What follows belongs to an exercise in optimizing a design on an open flow for small area; a production flow would make more cautious choices. The RTL was checked by simulation tests, not by an equivalence proof against the original design. Power is estimated from default activity; no workload was simulated.

===== run.sh =====
#!/bin/bash
# synth_recipe.tcl (not shown) runs the flow's synth.tcl, then flattens the netlist and writes it again
# the make line also repeats each setting of config.mk as NAME=value (left out here)
make -C /OpenROAD-flow-scripts/flow DESIGN_CONFIG=/design/flow/config.mk WORK_HOME=/design/flow/orfs CLKGATE_MAP_FILE= SYNTH_SCRIPT=/design/flow/synth_recipe.tcl finish

===== config.mk =====
export PLATFORM = sky130hd
export DESIGN_NAME = top
export DESIGN_NICKNAME = top
export VERILOG_FILES = /design/flow/design.v
export SDC_FILE = /design/flow/constraint.sdc
export NUM_CORES = 4
export LEC_CHECK = 0
export ABC_AREA = 0
export CAP_MARGIN = 0
export CORE_MARGIN = 2
export CORE_UTILIZATION = 70
export CTS_CLUSTER_DIAMETER = 150
export CTS_CLUSTER_SIZE = 25
export SLEW_MARGIN = 0

===== constraint.sdc =====
create_clock -name core_clock -period 14.0 [get_ports {clk}]
set_input_delay 2.8000 -clock core_clock [delete_from_list [all_inputs] [get_ports {clk}]]
set_output_delay 2.8000 -clock core_clock [all_outputs]
set_load 0.01 [all_outputs]

===== design.v =====
module tone_table1 (
    input [1:0] mode,
    input [3:0] note,
    output [18:0] tp,
    output zero
);
    wire [24:0] oh;
    assign oh[0] = ({mode, note} == 6'h01);   
    assign oh[1] = ({mode, note} == 6'h02);   
    assign oh[2] = ({mode, note} == 6'h03);   
    assign oh[3] = ({mode, note} == 6'h04);   
    assign oh[4] = ({mode, note} == 6'h05);   
    assign oh[5] = ({mode, note} == 6'h06);   
    assign oh[6] = ({mode, note} == 6'h07);   
    assign oh[7] = ({mode, note} == 6'h08);   
    assign oh[8] = ({mode, note} == 6'h09);   
    assign oh[9] = ({mode, note} == 6'h0a);   
    assign oh[10] = ({mode, note} == 6'h0b);   
    assign oh[11] = ({mode, note} == 6'h0c);   
    assign oh[12] = ({mode, note} == 6'h11);   
    assign oh[13] = ({mode, note} == 6'h12);   
    assign oh[14] = ({mode, note} == 6'h13);   
    assign oh[15] = ({mode, note} == 6'h14);   
    assign oh[16] = ({mode, note} == 6'h15);   
    assign oh[17] = ({mode, note} == 6'h16);   
    assign oh[18] = ({mode, note} == 6'h17);   
    assign oh[19] = ({mode, note} == 6'h18);   
    assign oh[20] = ({mode, note} == 6'h21);   
    assign oh[21] = ({mode, note} == 6'h22);   
    assign oh[22] = ({mode, note} == 6'h23);   
    assign oh[23] = ({mode, note} == 6'h24);   
    assign oh[24] = ({mode, note} == 6'h25);   
    assign tp[0] = oh[0] | oh[1] | oh[6] | oh[7] | oh[9] | oh[11] | oh[12] | oh[19] | oh[20] | oh[22] | oh[23];
    assign tp[1] = oh[0] | oh[1] | oh[5] | oh[6] | oh[7] | oh[9] | oh[10] | oh[11] | oh[12] | oh[15] | oh[17] | oh[18] | oh[19] | oh[20] | oh[21];
    assign tp[2] = oh[0] | oh[1] | oh[2] | oh[4] | oh[11] | oh[12] | oh[13] | oh[14] | oh[19] | oh[20] | oh[21] | oh[24];
    assign tp[3] = oh[0] | oh[1] | oh[3] | oh[6] | oh[7] | oh[9] | oh[12] | oh[15] | oh[20] | oh[21] | oh[22] | oh[23];
    assign tp[4] = oh[0] | oh[1] | oh[7] | oh[9] | oh[12] | oh[17] | oh[21] | oh[23];
    assign tp[5] = oh[0] | oh[1] | oh[2] | oh[7] | oh[8] | oh[9] | oh[10] | oh[11] | oh[12] | oh[13] | oh[16] | oh[17] | oh[18] | oh[19] | oh[20] | oh[21] | oh[24];
    assign tp[6] = oh[0] | oh[2] | oh[3] | oh[4] | oh[12] | oh[13] | oh[14] | oh[15] | oh[17] | oh[21] | oh[22] | oh[23] | oh[24];
    assign tp[7] = oh[2] | oh[5] | oh[6] | oh[7] | oh[9] | oh[10] | oh[13] | oh[17] | oh[18] | oh[22];
    assign tp[8] = oh[2] | oh[3] | oh[4] | oh[6] | oh[7] | oh[8] | oh[9] | oh[13] | oh[14] | oh[16] | oh[17] | oh[22];
    assign tp[9] = oh[0] | oh[1] | oh[2] | oh[3] | oh[6] | oh[7] | oh[10] | oh[12] | oh[13] | oh[18] | oh[20] | oh[22] | oh[23] | oh[24];
    assign tp[10] = oh[0] | oh[4] | oh[5] | oh[6] | oh[7] | oh[9] | oh[11] | oh[12] | oh[14] | oh[17] | oh[19] | oh[20] | oh[21] | oh[22] | oh[23];
    assign tp[11] = oh[0] | oh[2] | oh[3] | oh[5] | oh[8] | oh[10] | oh[12] | oh[13] | oh[15] | oh[16] | oh[17] | oh[18] | oh[20] | oh[24];
    assign tp[12] = oh[1] | oh[2] | oh[4] | oh[6] | oh[8] | oh[10] | oh[11] | oh[13] | oh[14] | oh[16] | oh[17] | oh[18] | oh[19] | oh[20] | oh[22];
    assign tp[13] = oh[0] | oh[1] | oh[2] | oh[4] | oh[8] | oh[10] | oh[12] | oh[13] | oh[14] | oh[15] | oh[16] | oh[18] | oh[21] | oh[22] | oh[24];
    assign tp[14] = oh[1] | oh[4] | oh[5] | oh[8] | oh[9] | oh[14] | oh[16] | oh[17] | oh[20] | oh[21] | oh[22] | oh[23] | oh[24];
    assign tp[15] = oh[1] | oh[2] | oh[3] | oh[8] | oh[9] | oh[10] | oh[11] | oh[13] | oh[16] | oh[17] | oh[18] | oh[19] | oh[21] | oh[24];
    assign tp[16] = oh[1] | oh[2] | oh[3] | oh[4] | oh[5] | oh[6] | oh[7] | oh[13] | oh[14] | oh[15] | oh[21] | oh[22] | oh[23];
    assign tp[17] = oh[0] | oh[12] | oh[21] | oh[22] | oh[23] | oh[24];
    assign tp[18] = oh[20];
    assign zero = ~|oh;
endmodule
module tone_table2 (
    input [1:0] mode,
    input [3:0] note,
    output [16:0] tp,
    output zero
);
    wire [24:0] oh;
    assign oh[0] = ({mode, note} == 6'h01);   
    assign oh[1] = ({mode, note} == 6'h02);   
    assign oh[2] = ({mode, note} == 6'h03);   
    assign oh[3] = ({mode, note} == 6'h04);   
    assign oh[4] = ({mode, note} == 6'h05);   
    assign oh[5] = ({mode, note} == 6'h06);   
    assign oh[6] = ({mode, note} == 6'h07);   
    assign oh[7] = ({mode, note} == 6'h08);   
    assign oh[8] = ({mode, note} == 6'h09);   
    assign oh[9] = ({mode, note} == 6'h11);   
    assign oh[10] = ({mode, note} == 6'h12);   
    assign oh[11] = ({mode, note} == 6'h13);   
    assign oh[12] = ({mode, note} == 6'h14);   
    assign oh[13] = ({mode, note} == 6'h15);   
    assign oh[14] = ({mode, note} == 6'h16);   
    assign oh[15] = ({mode, note} == 6'h17);   
    assign oh[16] = ({mode, note} == 6'h21);   
    assign oh[17] = ({mode, note} == 6'h22);   
    assign oh[18] = ({mode, note} == 6'h23);   
    assign oh[19] = ({mode, note} == 6'h24);   
    assign oh[20] = ({mode, note} == 6'h25);   
    assign oh[21] = ({mode, note} == 6'h26);   
    assign oh[22] = ({mode, note} == 6'h27);   
    assign oh[23] = ({mode, note} == 6'h28);   
    assign oh[24] = ({mode, note} == 6'h29);   
    assign tp[0] = oh[2] | oh[4] | oh[5] | oh[8] | oh[12] | oh[14] | oh[15] | oh[19] | oh[22] | oh[24];
    assign tp[1] = oh[0] | oh[1] | oh[2] | oh[3] | oh[4] | oh[5] | oh[6] | oh[9] | oh[11] | oh[12] | oh[13] | oh[14] | oh[15] | oh[17] | oh[18] | oh[19] | oh[21] | oh[22] | oh[23] | oh[24];
    assign tp[2] = oh[0] | oh[4] | oh[5] | oh[14] | oh[15] | oh[16] | oh[24];
    assign tp[3] = oh[2] | oh[8] | oh[9] | oh[12] | oh[18] | oh[19];
    assign tp[4] = oh[0] | oh[1] | oh[2] | oh[4] | oh[6] | oh[7] | oh[8] | oh[11] | oh[12] | oh[14] | oh[21] | oh[24];
    assign tp[5] = oh[1] | oh[2] | oh[3] | oh[4] | oh[5] | oh[8] | oh[10] | oh[11] | oh[12] | oh[13] | oh[14] | oh[15] | oh[20] | oh[21] | oh[22] | oh[23] | oh[24];
    assign tp[6] = oh[1] | oh[6] | oh[8] | oh[9] | oh[11] | oh[16] | oh[18] | oh[21] | oh[22];
    assign tp[7] = oh[1] | oh[2] | oh[3] | oh[6] | oh[7] | oh[8] | oh[11] | oh[12] | oh[13] | oh[17] | oh[19] | oh[21] | oh[23];
    assign tp[8] = oh[0] | oh[1] | oh[2] | oh[6] | oh[10] | oh[11] | oh[12] | oh[16] | oh[19] | oh[20] | oh[21] | oh[22];
    assign tp[9] = oh[3] | oh[4] | oh[6] | oh[8] | oh[13] | oh[14] | oh[19] | oh[23] | oh[24];
    assign tp[10] = oh[1] | oh[2] | oh[4] | oh[5] | oh[7] | oh[8] | oh[11] | oh[12] | oh[14] | oh[15] | oh[16] | oh[17] | oh[19] | oh[21] | oh[24];
    assign tp[11] = oh[0] | oh[1] | oh[3] | oh[6] | oh[7] | oh[8] | oh[9] | oh[10] | oh[11] | oh[13] | oh[17] | oh[18] | oh[20] | oh[21] | oh[23];
    assign tp[12] = oh[0] | oh[1] | oh[3] | oh[5] | oh[7] | oh[10] | oh[11] | oh[13] | oh[15] | oh[16] | oh[19] | oh[20] | oh[21] | oh[22] | oh[23];
    assign tp[13] = oh[0] | oh[3] | oh[4] | oh[7] | oh[8] | oh[9] | oh[10] | oh[13] | oh[14] | oh[16] | oh[18] | oh[20] | oh[23] | oh[24];
    assign tp[14] = oh[0] | oh[1] | oh[2] | oh[7] | oh[8] | oh[10] | oh[11] | oh[12] | oh[16] | oh[17] | oh[20] | oh[21] | oh[22];
    assign tp[15] = oh[0] | oh[1] | oh[2] | oh[3] | oh[4] | oh[5] | oh[6] | oh[10] | oh[11] | oh[12] | oh[13] | oh[14] | oh[15] | oh[20] | oh[21] | oh[22] | oh[23] | oh[24];
    assign tp[16] = oh[9] | oh[16] | oh[17] | oh[18] | oh[19];
    assign zero = ~|oh;
endmodule
module music_rom (
    input side,
    input song,
    input [5:0] idx,
    output [6:0] w
);
    wire [7:0] a = {side, song, idx};
    localparam [255:0] K0 = 256'hfe001800c007e003fe00180060c1800000000000000000000000000000000000;
    assign w[0] = K0[a];
    localparam [255:0] K1 = 256'hfdef75ffff877fc3fdef75fbd7bb7fff03fffffffffffffc03f7fedbfffff6df;
    assign w[1] = K1[a];
    localparam [255:0] K2 = 256'hfc108208d079e83cfc10820408040000fc00000000000003fc08012400000920;
    assign w[2] = K2[a];
    localparam [255:0] K3 = 256'hfdf6e9b5ca85e542fdf6e9bd5abe8df7fc7c43bd13bc43bffc4e09447fa04825;
    assign w[3] = K3[a];
    localparam [255:0] K4 = 256'h02712202658632c302712206d3a230380396a9151516a91403bf778bff11be58;
    assign w[4] = K4[a];
    localparam [255:0] K5 = 256'hfefca30f1f860fc3fefca304ddba383efd7aafbbbbbaafbbfd55ca6d2a55536e;
    assign w[5] = K5[a];
    localparam [255:0] K6 = 256'h00011c700078003c00011c782041c3c0fec1504040415040fee89db6c4eeedb0;
    assign w[6] = K6[a];
endmodule
module top(
    input clk,
    input rst,
    input [1:0] mode_switch,
    output [1:0] rail,
    input [3:0] row1,
    output [2:0] col1,
    output speaker1,
    input [3:0] row2,
    output [2:0] col2,
    output speaker2,
    input wire uart_rx,
    output wire uart_tx,
    output notes_left,
    output notes_right,
    output [6:0] seg,
    output [7:0] an,
    output red, green, blue,
    output red_r, green_r, blue_r,
    output reg [1:0] send_note,
    output counter
);
    localparam [13:0] L14_1     = 14'h0001;
    localparam [13:0] L14_5208  = 14'h3027;
    localparam [13:0] L14_6246  = 14'h2206;
    localparam [13:0] L14_10415 = 14'h1be3;
    localparam [13:0] L14_10416 = 14'h37c6;
    localparam [13:0] L14_10417 = 14'h2f8d;
    localparam [13:0] L14_10418 = 14'h1f1a;
    localparam [15:0] L16_50000 = 16'h290f;
    localparam [23:0] L24_2001  = 24'h127758;
    localparam [23:0] L24_IDLE  = 24'h42d9e8;  
    localparam [7:0]  L8_249    = 8'hec;
    localparam [3:0]  L4_0      = 4'h0;
    localparam [3:0]  L4_9      = 4'h9;
    localparam [7:0]  L8_M1     = 8'h80;       
    function [13:0] l14(input [13:0] x);
        l14 = {x[12:0], ~(x[13] ^ x[4] ^ x[2] ^ x[0])};
    endfunction
    function [15:0] l16(input [15:0] x);
        l16 = {x[14:0], ~(x[15] ^ x[14] ^ x[12] ^ x[3])};
    endfunction
    function [23:0] l24(input [23:0] x);
        l24 = {x[22:0], ~(x[23] ^ x[22] ^ x[21] ^ x[16])};
    endfunction
    function [7:0] l8(input [7:0] x);
        l8 = {x[6:0], ~(x[7] ^ x[5] ^ x[4] ^ x[3])};
    endfunction
    reg [13:0] sr;           
    reg [3:0]  sq;           
    reg [1:0]  col_sel;
    reg [2:0]  col;
    reg [7:0]  blk;          
    wire sr_end    = (sr == L14_10416);
    wire scan_wrap = (sq == L4_9) && (sr == L14_6246);
    always @(posedge clk) begin
        if (!rst || scan_wrap || sr_end) sr <= 14'd0;
        else sr <= l14(sr);
    end
    always @(posedge clk) begin
        if (!rst) begin
            sq <= L4_0;
            col_sel <= 2'd0;
            col <= 3'b000;
            blk <= L8_M1;
        end else begin
            if (scan_wrap) begin
                sq <= L4_0;
                col_sel <= (col_sel == 2'd2) ? 2'd0 : col_sel + 2'd1;
                blk <= (blk == L8_249) ? 8'd0 : l8(blk);
            end else if (sr_end)
                sq <= {sq[2:0], ~(sq[3] ^ sq[2])};
            case (col_sel)
                2'd0: col <= 3'b100;
                2'd1: col <= 3'b010;
                default: col <= 3'b001;
            endcase
        end
    end
    assign col1 = col;
    assign col2 = col;
    reg [7:0] cnt_val;
    reg       cnt_tx;
    reg       cnt_cy;
    wire cnt_load = (blk == L8_249) && (sr == L14_1);
    always @(posedge clk) begin
        if (!rst) begin
            cnt_val <= 8'd0;
            cnt_tx <= 1'b1;
        end else if (cnt_load) begin
            if (sq == L4_0) begin
                cnt_tx <= 1'b0;
                cnt_cy <= 1'b1;
            end else if (sq == L4_9) begin
                cnt_tx <= 1'b1;
            end else begin
                cnt_tx <= cnt_val[0];
                cnt_val <= {cnt_val[0] ^ cnt_cy, cnt_val[7:1]};
                cnt_cy <= cnt_val[0] & cnt_cy;
            end
        end
    end
    assign counter = cnt_tx;
    wire k1 = |row1;
    wire k2 = |row2;
    reg [23:0] kc1, kc2;
    reg pk1, pk2, kp1, kp2;
    reg [3:0] note1, note2;
    wire [23:0] kv1 = (k1 == pk1) ? kc1 : 24'd0;
    wire [23:0] kv2 = (k2 == pk2) ? kc2 : 24'd0;
    wire trig1 = k1 & pk1 & ~kp1 & (kc1 == L24_2001);
    wire trig2 = k2 & pk2 & ~kp2 & (kc2 == L24_2001);
    wire idle1 = ~k1 & ~pk1 & (kc1 == L24_IDLE);
    wire idle2 = ~k2 & ~pk2 & (kc2 == L24_IDLE);
    reg [3:0] dec1, dec2;
    always @(*) begin
        case ({row1, col_sel})
            6'b1000_00: dec1 = 4'd12;
            6'b1000_01: dec1 = 4'd11;
            6'b1000_10: dec1 = 4'd10;
            6'b0100_00: dec1 = 4'd9;
            6'b0100_01: dec1 = 4'd8;
            6'b0100_10: dec1 = 4'd7;
            6'b0010_00: dec1 = 4'd6;
            6'b0010_01: dec1 = 4'd5;
            6'b0010_10: dec1 = 4'd4;
            6'b0001_00: dec1 = 4'd3;
            6'b0001_01: dec1 = 4'd2;
            6'b0001_10: dec1 = 4'd1;
            default: dec1 = 4'd15;
        endcase
        case ({row2, col_sel})
            6'b1000_00: dec2 = 4'd11;
            6'b1000_01: dec2 = 4'd12;
            6'b1000_10: dec2 = 4'd10;
            6'b0100_00: dec2 = 4'd8;
            6'b0100_01: dec2 = 4'd9;
            6'b0100_10: dec2 = 4'd7;
            6'b0010_00: dec2 = 4'd5;
            6'b0010_01: dec2 = 4'd6;
            6'b0010_10: dec2 = 4'd4;
            6'b0001_00: dec2 = 4'd2;
            6'b0001_01: dec2 = 4'd3;
            6'b0001_10: dec2 = 4'd1;
            default: dec2 = 4'd15;
        endcase
    end
    always @(posedge clk) begin
        if (!rst) begin
            kc1 <= 24'd0;
            kc2 <= 24'd0;
        end else begin
            kc1 <= l24(kv1);
            kc2 <= l24(kv2);
        end
    end
    always @(posedge clk) begin
        if (!rst) begin
            pk1 <= 1'b0; pk2 <= 1'b0;
            kp1 <= 1'b0; kp2 <= 1'b0;
            note1 <= 4'd15;
            note2 <= 4'd0;
        end else begin
            pk1 <= k1; pk2 <= k2;
            kp1 <= k1 & (kp1 | trig1);
            kp2 <= k2 & (kp2 | trig2);
            if (trig1) note1 <= dec1;
            else if (idle1) note1 <= 4'd15;
            if (trig2) note2 <= dec2;
            else if (idle2) note2 <= 4'd15;
        end
    end
    wire [18:0] tp1;
    wire [16:0] tp2;
    wire z1, z2;
    tone_table1 tt1 (.mode(mode_switch), .note(note1), .tp(tp1), .zero(z1));
    tone_table2 tt2 (.mode(mode_switch), .note(note2), .tp(tp2), .zero(z2));
    reg [18:0] pc1;
    reg [16:0] pc2;
    reg spk1, spk2;
    wire w1 = (pc1 >= tp1);
    wire w2 = (pc2 >= tp2);
    always @(posedge clk) begin
        if (!rst || z1 || w1) pc1 <= 19'd0;
        else pc1 <= pc1 + 19'd1;
        if (!rst || z2 || w2) pc2 <= 17'd0;
        else pc2 <= pc2 + 17'd1;
    end
    always @(posedge clk) begin
        if (!rst) begin
            spk1 <= 1'b0;
            spk2 <= 1'b0;
        end else begin
            spk1 <= ~z1 & (spk1 ^ w1);
            spk2 <= ~z2 & (spk2 ^ w2);
        end
    end
    assign speaker1 = spk1;
    assign speaker2 = spk2;
    reg [15:0] dc1 [0:3];
    reg [15:0] dc2 [0:3];
    reg [3:0] st1, st2;
    wire [3:0] mis1 = note1 ^ st1;
    wire [3:0] mis2 = note2 ^ st2;
    wire [3:0] hit1, hit2;
    genvar gi;
    generate
        for (gi = 0; gi < 4; gi = gi + 1) begin : g_deb
            assign hit1[gi] = mis1[gi] & (dc1[gi] == L16_50000);
            assign hit2[gi] = mis2[gi] & (dc2[gi] == L16_50000);
            always @(posedge clk) begin
                if (!rst || !mis1[gi] || hit1[gi]) dc1[gi] <= 16'd0;
                else dc1[gi] <= l16(dc1[gi]);
                if (!rst || !mis2[gi] || hit2[gi]) dc2[gi] <= 16'd0;
                else dc2[gi] <= l16(dc2[gi]);
            end
        end
    endgenerate
    wire [3:0] st1_n = st1 ^ hit1;
    wire [3:0] st2_n = st2 ^ hit2;
    wire kx = ((|hit1) & ~(&st1_n)) | ((|hit2) & ~(&st2_n));
    reg kd1, btn;
    always @(posedge clk) begin
        if (!rst) begin
            st1 <= 4'b1111;
            st2 <= 4'b1111;
            kd1 <= 1'b0;
            btn <= 1'b0;
        end else begin
            st1 <= st1_n;
            st2 <= st2_n;
            kd1 <= kx;
            btn <= kd1;
        end
    end
    reg endgame, right_win;
    reg [1:0] ust;
    reg usend;
    reg [5:0] ud;           
    reg [1:0] txs;
    reg [3:0] bidx;
    reg txb;
    reg [13:0] btm;
    wire uready = (txs == 2'd0);
    wire bdone = (btm == L14_10416);
    always @(posedge clk) begin
        if (!rst) begin
            ust <= 2'd0;
            usend <= 1'b0;
        end else begin
            usend <= 1'b0;
            if (endgame) begin
                case (ust)
                    2'd0: if (btn) ust <= 2'd1;
                    2'd1: if (uready) begin usend <= 1'b1; ust <= 2'd2; end
                    default: ust <= 2'd0;
                endcase
            end else begin
                case (ust)
                    2'd0: if (btn) ust <= 2'd1;
                    2'd1: if (uready) begin usend <= 1'b1; ust <= 2'd2; end
                    2'd2: if (!usend && uready) ust <= 2'd3;
                    default: if (uready) begin usend <= 1'b1; ust <= 2'd0; end
                endcase
            end
        end
    end
    always @(posedge clk) begin
        if (uready) begin
            if (endgame) begin
                if (ust == 2'd1) ud <= 6'b01_0010;
            end else begin
                if (ust == 2'd1) ud <= {2'b00, note1};
                else if (ust == 2'd3) ud <= {2'b10, note2};
            end
        end
    end
    reg fbit;
    always @(*) begin
        case (bidx)
            4'd0: fbit = 1'b0;
            4'd1: fbit = ud[0];
            4'd2: fbit = ud[1];
            4'd3: fbit = ud[2];
            4'd4: fbit = ud[3];
            4'd5: fbit = ud[4];
            4'd6: fbit = ud[5];
            4'd7: fbit = 1'b1;
            4'd8: fbit = 1'b0;
            default: fbit = 1'b1;
        endcase
    end
    always @(posedge clk) begin
        if (!rst) begin
            txs <= 2'd0;
            txb <= 1'b1;
        end else begin
            case (txs)
                2'd0: if (usend) txs <= 2'd1;
                2'd1: begin txb <= fbit; txs <= 2'd2; end
                2'd2: if (bdone && bidx == 4'd9) txs <= 2'd0;
                      else if (bdone) txs <= 2'd1;
                default: txs <= 2'd0;
            endcase
        end
    end
    always @(posedge clk) begin
        if (txs == 2'd0) bidx <= 4'd0;
        else if (txs == 2'd2 && bdone) bidx <= bidx + 4'd1;
        if (uready || bdone) btm <= 14'd0;
        else btm <= l14(btm);
    end
    assign uart_tx = txb;
    reg [1:0] rxs;
    reg [13:0] rtm;
    reg [2:0] ridx;
    reg [7:0] sh;
    reg rdy, rdy_d;
    wire r_mid = (rtm == L14_5208);
    wire r_end = (rtm == L14_10416);
    always @(posedge clk) begin
        if (!rst) begin
            rxs <= 2'd0;
            rdy <= 1'b0;
            rdy_d <= 1'b0;
        end else begin
            rdy_d <= rdy;
            rdy <= 1'b0;
            case (rxs)
                2'd0: if (!uart_rx) rxs <= 2'd1;
                2'd1: if (r_mid) rxs <= uart_rx ? 2'd0 : 2'd2;
                2'd2: if (r_end && ridx == 3'd7) rxs <= 2'd3;
                default: if (r_end) begin rdy <= uart_rx; rxs <= 2'd0; end
            endcase
        end
    end
    always @(posedge clk) begin
        if (rxs == 2'd0) begin
            rtm <= 14'd0;
            ridx <= 3'd0;
        end else if ((rxs == 2'd1 && r_mid) || (rxs == 2'd2 && r_end)) begin
            rtm <= 14'd0;
        end else begin
            rtm <= l14(rtm);
        end
        if (rxs == 2'd2 && r_end) begin
            ridx <= ridx + 3'd1;
            sh <= {uart_rx, sh[7:1]};
        end
    end
    wire isC = (sh == 8'h43);
    wire isc = (sh == 8'h63);
    wire isR = (sh == 8'h52);
    wire isr = (sh == 8'h72);
    reg [4:0] q1, q2;
    reg [3:0] o1, o2;
    wire inc1 = rdy_d & isC;
    wire inc2 = rdy_d & isc;
    wire ge1 = q1[4] | q1[3] | (q1[2] & q1[1]);
    wire ge2 = q2[4] | q2[3] | (q2[2] & q2[1]);
    wire [1:0] sn_next = (rdy & isR) ? 2'b01 : (rdy & isr) ? 2'b10 : send_note;
    always @(posedge clk) begin
        if (!rst) begin
            q1 <= 5'd0; o1 <= 4'd0;
            q2 <= 5'd0; o2 <= 4'd0;
            endgame <= 1'b0;
            right_win <= 1'b0;
            send_note <= 2'b00;
        end else begin
            send_note <= sn_next;
            if (inc1) begin
                if (q1 == 5'd25 && o1 == 4'd5) begin q1 <= 5'd0; o1 <= 4'd0; end
                else if (o1 == 4'd9) begin q1 <= q1 + 5'd1; o1 <= 4'd0; end
                else o1 <= o1 + 4'd1;
            end
            if (inc2) begin
                if (q2 == 5'd25 && o2 == 4'd5) begin q2 <= 5'd0; o2 <= 4'd0; end
                else if (o2 == 4'd9) begin q2 <= q2 + 5'd1; o2 <= 4'd0; end
                else o2 <= o2 + 4'd1;
            end
            if (ge1) begin
                endgame <= 1'b1;
                right_win <= 1'b0;
            end else if (ge2) begin
                endgame <= 1'b1;
                right_win <= 1'b1;
            end
        end
    end
    reg [10:0] glo;
    reg [9:0]  gup;
    wire glo_last = (glo == 11'd0);
    always @(posedge clk) begin
        if (!rst) begin
            glo <= 11'd0;
            gup <= 10'd0;
        end else begin
            glo <= {glo[9:0], glo[10] ^ glo[8] ^ (glo[9:0] == 10'd0)};
            gup <= gup + {9'd0, glo_last};
        end
    end
    wire [2:0] dsel = gup[2:0];
    reg [3:0] digit;
    always @(*) begin
        case (dsel)
            3'd0: digit = o2;
            3'd1: digit = q2[3:0];
            3'd4: digit = o1;
            3'd5: digit = q1[3:0];
            default: digit = 4'd15;
        endcase
    end
    assign an = ~(8'b00000001 << dsel);
    reg [6:0] segr;
    always @(*) begin
        case (digit)
            4'd0: segr = 7'b1000000;
            4'd1: segr = 7'b1111001;
            4'd2: segr = 7'b0100100;
            4'd3: segr = 7'b0110000;
            4'd4: segr = 7'b0011001;
            4'd5: segr = 7'b0010010;
            4'd6: segr = 7'b0000010;
            4'd7: segr = 7'b1111000;
            4'd8: segr = 7'b0000000;
            4'd9: segr = 7'b0010000;
            default: segr = 7'b1111111;
        endcase
    end
    assign seg = segr;
    reg [6:0] pm;            
    reg [1:0] dir;
    reg [7:0] pa, pb;
    reg lr, lg, lb;
    wire lev = glo_last && (gup == 10'd512);
    wire pm_zero = ((glo == 11'h400) && (gup[7:0] == 8'd0)) || (pm == 7'd100);
    always @(posedge clk) begin
        if (!rst || pm_zero) pm <= 7'd0;
        else pm <= pm + 7'd1;
    end
    wire lta = (pm < pa);
    wire ltb = (pm < pb);
    always @(posedge clk) begin
        if (!rst) begin
            dir <= 2'd0;
            pa <= 8'd50;
            pb <= 8'd0;
            lr <= 1'b0; lg <= 1'b0; lb <= 1'b0;
        end else begin
            lr <= (dir == 2'd0 & lta) | (dir == 2'd2 & ltb);
            lg <= (dir == 2'd1 & lta) | (dir == 2'd0 & ltb);
            lb <= (dir == 2'd2 & lta) | (dir == 2'd1 & ltb);
            if (lev) begin
                if (endgame) begin
                    pa <= 8'd50;
                    pb <= 8'd0;
                    dir <= right_win ? 2'd0 : 2'd2;
                end else if (pa != 8'd0) begin
                    pa <= pa - 8'd1;
                    pb <= pb + 8'd1;
                end else begin
                    pa <= pb + 8'd1;
                    pb <= 8'd0;
                    dir <= (dir == 2'd2) ? 2'd0 : dir + 2'd1;
                end
            end
        end
    end
    assign red = lr;
    assign green = lg;
    assign blue = lb;
    assign red_r = lr;
    assign green_r = lg;
    assign blue_r = lb;
    reg [3:0] lf;
    always @(posedge clk) begin
        if (!rst) lf <= 4'b1011;
        else lf <= {lf[2:0], lf[3] ^ lf[2]};
    end
    assign rail = {lf[2], lf[1] | (lf[3:1] == 3'b000)};
    wire mclr = (send_note == 2'b00) || (sn_next != send_note);
    wire mside = send_note[1];
    reg [3:0] mslot;
    reg msidx;
    reg [13:0] mbaud;
    reg [5:0] midx;
    reg mcs, msd;
    wire mend = (mslot == 4'd0)  ? (mbaud == (msidx ? L14_10418 : L14_10417)) :
                (mslot == 4'd10) ? (mbaud == 14'd0) : (mbaud == L14_10415);
    wire [6:0] nn = msd ? (mside ? 7'd36 : 7'd54) : 7'd59;
    wire mgo = (mslot == 4'd15) && ({1'b0, midx} < nn);
    always @(posedge clk) begin
        if (mclr || mgo || mend) mbaud <= 14'd0;
        else mbaud <= l14(mbaud);
        if (mclr) begin
            mslot <= 4'd15;
            midx <= 6'd0;
            msd <= 1'b0;
        end else begin
            msd <= mode_switch[0];
            if (mgo) begin
                mcs <= mode_switch[0];
                msidx <= 1'b0;
                mslot <= 4'd0;
            end else if (mend && mslot != 4'd15) begin
                if (mslot == 4'd9) begin
                    msidx <= 1'b1;
                    mslot <= msidx ? 4'd10 : 4'd0;
                end else if (mslot == 4'd10) begin
                    midx <= midx + 6'd1;
                    mslot <= 4'd15;
                end else begin
                    mslot <= mslot + 4'd1;
                end
            end
        end
    end
    wire [6:0] mw;
    music_rom rom (.side(mside), .song(mcs), .idx(midx), .w(mw));
    wire [7:0] mbyte = msidx ? {5'b00110, mw[2:0]} : {2'b01, mside, 1'b0, mw[6:3]};
    reg mtx;
    always @(*) begin
        case (mslot)
            4'd1: mtx = 1'b0;
            4'd2: mtx = mbyte[0];
            4'd3: mtx = mbyte[1];
            4'd4: mtx = mbyte[2];
            4'd5: mtx = mbyte[3];
            4'd6: mtx = mbyte[4];
            4'd7: mtx = mbyte[5];
            4'd8: mtx = mbyte[6];
            4'd9: mtx = mbyte[7];
            default: mtx = 1'b1;
        endcase
    end
    assign notes_left = ~send_note[0] | mtx;
    assign notes_right = ~send_note[1] | mtx;
endmodule

==> summary.txt, run 1 <==
# hold bufs at CTS 0; Synth area leader dfxtp_1; Die Y 184 µm; status complete, no violations; H-tree Lvls 1; via count 18799; final count of pins violating max slew 0; post-route cell area 23700 µm²; setup slack, reg-to-reg 10.17 ns; critical path launch point type register; clock latency (worst-skew pair) 0.55 ns; Final HPWL DP 34800 µm; DR WL/cell 16.9 µm; share of the synthesized area in the top cell type 37.0%; gr usage total 29.4%; DIE AREA 33800 µm²; pwr/cell area 91.8 nW/µm²; clk sink count 438; Cell Chain, Critical Path ha_1, or3b_1, buf_4, nand2_1, o21ai_0, a21oi_1, a211oi_1, a211oi_1, o32ai_1, o211ai_1, clkdlybuf4s50_1; CORE AREA 31700 µm²; Synth Flop Type dfxtp_1; Nets 2726; post-synth cell types 87; CTS Buf Count 21; Vias/cell 6.26; Mapped Area 22600 µm²; commonest non-fill, non-tap cell in the layout dfxtp_1; Area after DPL 23100 µm²; Max clock buf depth 3; critical path peak fanout 22; syn nets 2790; Synth area leaders dfxtp_1, and2_1, ha_1; Clk pin slew, worst setup/hold paths 0.10 ns; pin count of the biggest net entering global routing 63; fraction of layout cells with a size suffix above 1 3.07%; maximum VDD drop 0.000103 V; Area growth syn-to-layout 4.79%; initial antenna violation count 0; vias in the first global route 17612; final hold violations 0; fmax 135 MHz; Post-Synthesis Cells 2662; worst hold path class register to register; most frequent cells in the layout dfxtp_1, nor2_1, and2_1, nand2_1, a21oi_1; Most common cell on crit path a211oi_1; type of the worst setup path register to output port; overflow left after global routing 0; gpl congestion 0.958; Root Buffer clkbuf_16; met2 wire length 24000 µm; Metal-1 WL 22500 µm; DRC 0; Post-synth EDFFs 20; CP max-delay cell ha_1; Clock Skew 0.0229 ns; Core Rows 65; Port-buffer cells 49; setup tns final 0 ns; first-pass GRT wire length 84200 µm; postcts setup bufs 0; CP arrival 4.62 ns; DRT Pass-1 Iters 6; Mean Syn Cell Area 8.50 µm²; Routed Antenna Nets 0; Initial Util 71.3%; DRT iter0 DRCs 1810; Post-Route WL 50800 µm; fraction of registers with async set/reset 0%; Yosys reg bits 438; Yosys Warn Count 3; CTS tree done; top sig layer met4; Crit. End Element output port; ANT cells 0; met3 wire len 2980 µm; count of endpoints failing setup in the final report 0; leakage 9.21 nW; relative slew slack 15.4%; Tcrit/Tclk final 53.0%; io pins 50; post-CTS sizing 0; fin crit period 7.42 ns; Max-Cap Viols 0; data required time at the worst endpoint 11.20 ns; max incr delay on CP 0.72 ns; Seq/Total Area, Yosys 39.6%; actual slew at the worst max-slew pin 1.27 ns; Die X 184 µm; RSZ-0062 raised after global routing no
-- cell type report --
type	count	area (µm²)
clock buffer	25	541
clock inverter	2	25.0
fill	2359	8010
inverter	95	357
multi-input combinational	1969	12700
sequential	438	8970
tap	402	503
timing repair buffer	73	656
-- cells by family (layout without fill, tap and decap cells) --
kind of cell,after synthesis,count (layout),share of synthesized area (%)
flops,438,438,39.6
fa+ha+maj,115,115,6.36
buf+inv,255,195,4.41
mux,39,39,1.99
simple gates,1153,1153,27.5
xor+xnor,132,132,5.11
compound gates,530,530,15.0
-- sequential cells by signal, indices dropped and copies added (netlist names), 10 cells and up --
register	cells
kc2	24
kc1	24
sr	14
mbaud	14
dc2	64
pc2	17
dc1	64
pc1	19
rtm	14
btm	14
glo	11
gup	10
-- per-stage QoR --
stage	setup slack, ns	std cells	power, W	hold WS [ns]	utilization [%]
after floorplan	7.97	2662	0.00148	0.386	-
after global placement	7.32	2977	0.00153	0.398	73.0
after detailed placement	7.25	2977	0.00154	0.420	73.0
after CTS	6.67	3004	0.00219	0.446	74.7
after global routing	6.34	3004	0.00226	0.446	74.7
final	6.58	3004	0.00218	0.434	74.7
-- critical path, delay by kind of cell (launching register included) --
family / cells / cell delay [ns]
compound gates: 6 / 1.18
fa+ha+maj: 1 / 0.72
buf+inv: 2 / 0.83
flops: 1 / 0.43
simple gates: 2 / 0.91
-- metal layers --
metal  up-vias  track usage [%]
met2       611             50.0
met5         -                0
met1      8890             39.9
met3       118             2.99
li1       9180                -
met4         0             8.35
-- cells in the mapped netlist, types with 7 or more instances --
master      n
or3_1      11
o211ai_1   21
xor2_1     70
nand2_1   170
nor3b_1    14
nor4bb_1   13
o22a_1     10
a21o_1     18
a211oi_1   27
a221oi_1    8
nand4_1    35
a41oi_1     8
nand3b_1   14
buf_4       8
nor4_1     23
nor4b_1    19
nor3_1     47
and4b_1    19
mux2_2      7
mux2i_1    28
nor2b_1    40
buf_2       9
and3_1     41
o21ai_0   106
dfxtp_1   418
o22ai_1    20
inv_1      90
xnor2_1    62
nand2b_1   40
a22oi_1    12
ha_1      115
nand3_1    87
and2_1    241
edfxtp_1   20
buf_1      24
o21ai_1    17
nand4b_1   11
nor2_1    293
clkbuf_1  119
o31ai_1     9
o21a_1     16
a31oi_1    34
a21oi_1   149
-- power by group --
part	switching [W]	internal [W]	total [W]
registers	0.0000244	0.00128	0.00131
clock network	0.000381	0.000278	0.000659
logic	0.000116	0.0000917	0.000208
total	0.000522	0.00165	0.00218
-- path summary, 6_finish.rpt --
path,from,to,cells after the start
min,lf[0],lf[1],1
max reg2reg,note1[1],pc1[16],15
min reg2reg,lf[0],lf[1],1
max,mslot[0],notes_left,11
==> run 2: changes to the inputs <==
--- a/config.mk
+++ b/config.mk
@@ -9,6 +9,6 @@
 export CAP_MARGIN = 0
 export CORE_MARGIN = 2
 export CORE_UTILIZATION = 70
-export CTS_CLUSTER_DIAMETER = 150
+export CTS_CLUSTER_DIAMETER = 100
 export CTS_CLUSTER_SIZE = 25
 export SLEW_MARGIN = 0
==> summary.txt, run 2 <==
leakage 9.24 nW; Most Crowded Layer GR met2; synth cell count leaders dfxtp_1, nor2_1, and2_1; Post-Route WL 50800 µm; CP max-delay cell ha_1; syn nets 2790; gr usage total 29.5%; Tot Pwr 0.00221 W; postcts setup bufs 0; Clk network pwr share 31.3%; most frequent cells in the layout dfxtp_1, nor2_1, and2_1, nand2_1, a21oi_1; maximum VDD drop 0.000131 V; Routed Antenna Nets 0; actual slew at the worst max-slew pin 1.22 ns; worst hold path class register to register; via count 18785; CP arrival 4.65 ns; Post-Synthesis Cells 2662; # hold bufs at CTS 0; CTS Buf Count 22; most common cell in the netlist dfxtp_1; critical path launch point type register; DRT iter0 DRCs 1868; Seq/Total Area, Yosys 39.6%; setup slack, reg-to-reg 10.17 ns; Mapped Area 22600 µm²; final hold violations 0; CP Launch Point mslot[0]; fraction of layout cells with a size suffix above 1 3.19%; Area after DPL 23100 µm²; ANT cells 0; vias in the first global route 17503; FF-to-FF Start note1[1]; CTS tree done; type of the worst setup path register to output port; Root Buffer clkbuf_16; met1 global-route usage 40.1%; Largest regs dc1 x64, dc2 x64; Most common cell on crit path a211oi_1; Yosys Warn Count 3; gpl congestion 0.958; post-CTS sizing 0; Die Y 184 µm; Final HPWL DP 34800 µm; fmax 134 MHz; Area growth syn-to-layout 5.08%; io pins 50; Tcrit/Tclk final 53.2%; Synth Flop Type dfxtp_1; Vias/cell 6.25; initial antenna violation count 0; Internal 0.00167 W; DIE AREA 33800 µm²; count of endpoints failing setup in the final report 0; clk sink count 438; DRT Pass-1 Iters 6; M2 GR Usage 50.0%; Max clock buf depth 3; fin crit period 7.45 ns; Worst Hold End lf[1]; Cell Chain, Critical Path ha_1, or3b_1, buf_4, mux2i_1, a211oi_1, o41ai_1, a31oi_1, a2111oi_0, a211oi_1, o211ai_1, clkdlybuf4s50_1; critical path peak fanout 22; Core Rows 65; Die X 184 µm; switching fraction of total power 24.3%; Nets 2727; Post-synth EDFFs 20; commonest non-fill, non-tap cell in the layout dfxtp_1; Crit. End Element output port; first-pass GRT wire length 84100 µm; clock latency (worst-skew pair) 0.56 ns; Synth area leader dfxtp_1; setup tns final 0 ns; pin count of the biggest net entering global routing 63; Synth area leaders dfxtp_1, and2_1, ha_1; Yosys reg bits 438; Initial Util 71.3%; overflow left after global routing 0; CORE AREA 31700 µm²; fraction of registers with async set/reset 0%; data required time at the worst endpoint 11.20 ns; worst hold path cell count 1; H-tree Lvls 1; NetSw 0.000536 W; Combinational Power Share 9.5%; grt met3 use 2.69%; Clk pin slew, worst setup/hold paths 0.09 ns; DRC 0; RSZ-0062 raised after global routing no; post-synth cell types 87; Clock Skew 0.0548 ns; post-route cell area 23800 µm²; max incr delay on CP 0.72 ns; Max-Cap Viols 0; share of the synthesized area in the top cell type 37.0%; worst hold path startpoint lf[0]; R2R depth 15; Mean Syn Cell Area 8.50 µm²; Port-buffer cells 49; relative slew slack 18.5%; pwr/cell area 93.0 nW/µm²; share of power burned in registers 59.2%; non-filler cells, final 3007; status complete, no violations; final count of pins violating max slew 0; r2r endpoint pc1[3]; DR WL/cell 16.9 µm; Inst Count DP 2977
[run 2: cell counts after synthesis]
No cell type changed its count.
[run 2: per-layer routing]
layer  vias to the layer above  share of wire (%)
met3                       105                5.7
met4                         0                2.6
met1                      8866                 44
met2                       634                 47
met5                         -                  0
li1                       9180                  -
[run 2: final cells by class]
class | instances | area [µm²]
Multi-Input combinational cell | 1969 | 12700
Sequential cell | 438 | 8970
Fill cell | 2360 | 7950
Timing Repair Buffer | 73 | 656
Clock buffer | 27 | 569
Tap cell | 402 | 503
Inverter | 95 | 357
Clock inverter | 3 | 56.3
[run 2: through the flow]
stage / setup slack (ns) / util [%] / hold WS, ns
after floorplan: 7.97 / - / 0.386
after global placement: 7.32 / 73.0 / 0.398
after detailed placement: 7.25 / 73.0 / 0.420
after CTS: 6.67 / 74.9 / 0.441
after global routing: 6.33 / 75.0 / 0.438
final: 6.55 / 75.0 / 0.434
[run 2: worst max path at each step]
stage                     slack (ns)         end
final                           6.55  notes_left
after global routing            6.33  notes_left
after CTS                       6.67  notes_left
after detailed placement        7.25  notes_left
after global placement          7.32  notes_left
after floorplan                 7.97     pc1[10]
[run 2: kinds of logic after synthesis]
group                    after synthesis  synth area share [%]
multiplexers                          39                  1.99
flip-flops                           438                  39.6
adder cells (fa/ha/maj)              115                  6.36
AO/OA/AOI/OAI                        530                  15.0
AND/OR/NAND/NOR                     1153                  27.5
buffers and inverters                255                  4.41
XOR/XNOR                             132                  5.11
[run 2: worst max-delay path, delay by kind of cell (launching register included)]
family	cells	cell delay [ns]
AOI/OAI and AO/OA	6	1.34
adders and majority gates	1	0.72
buffers and inverters	2	0.84
DFF	1	0.43
muxes	1	0.17
and+or+nand+nor	1	0.61
[run 2: power by group through the flow]
stage | Sequential [W] | Combinational [W] | Clock [W]
6_report | 0.00131 | 0.000209 | 0.000692
4_1_cts | 0.00131 | 0.000209 | 0.000706
3_3_place_gp | 0.00134 | 0.000196 | 0
2_1_floorplan | 0.00133 | 0.000149 | 0
5_1_grt | 0.00131 | 0.000234 | 0.000746
3_5_place_dp | 0.00134 | 0.000206 | 0

re-timing with driven ports:
Ports are ideal in the flow. The routed layouts listed here were re-timed in OpenROAD.
Step 1: set_driving_cell puts a clkbuf_16 on clk and a buf_2 on each other input, an assumption about the parent block.
Step 2 moves the port delays by t, midway between the first and last clock arrival at a register: inputs arrive t later, outputs are due t later. That takes back most of the time a late clock gives input paths.
Slacks: ideal / step 1 / step 2; pairs: ideal / step 1.
run	shift t [ns]	slack for setup (ns)	clock arrival spread, ns	worst register clock-pin slew, ns	worst data-port slew with drivers (ns)
run 1	0.592	6.583 / 6.527 / 7.119	0.031 / 0.032	0.10 / 0.10	0.04
run 2	0.589	6.550 / 6.497 / 7.086	0.055 / 0.056	0.10 / 0.10	0.04
After both steps setup and hold are still met in every run listed.
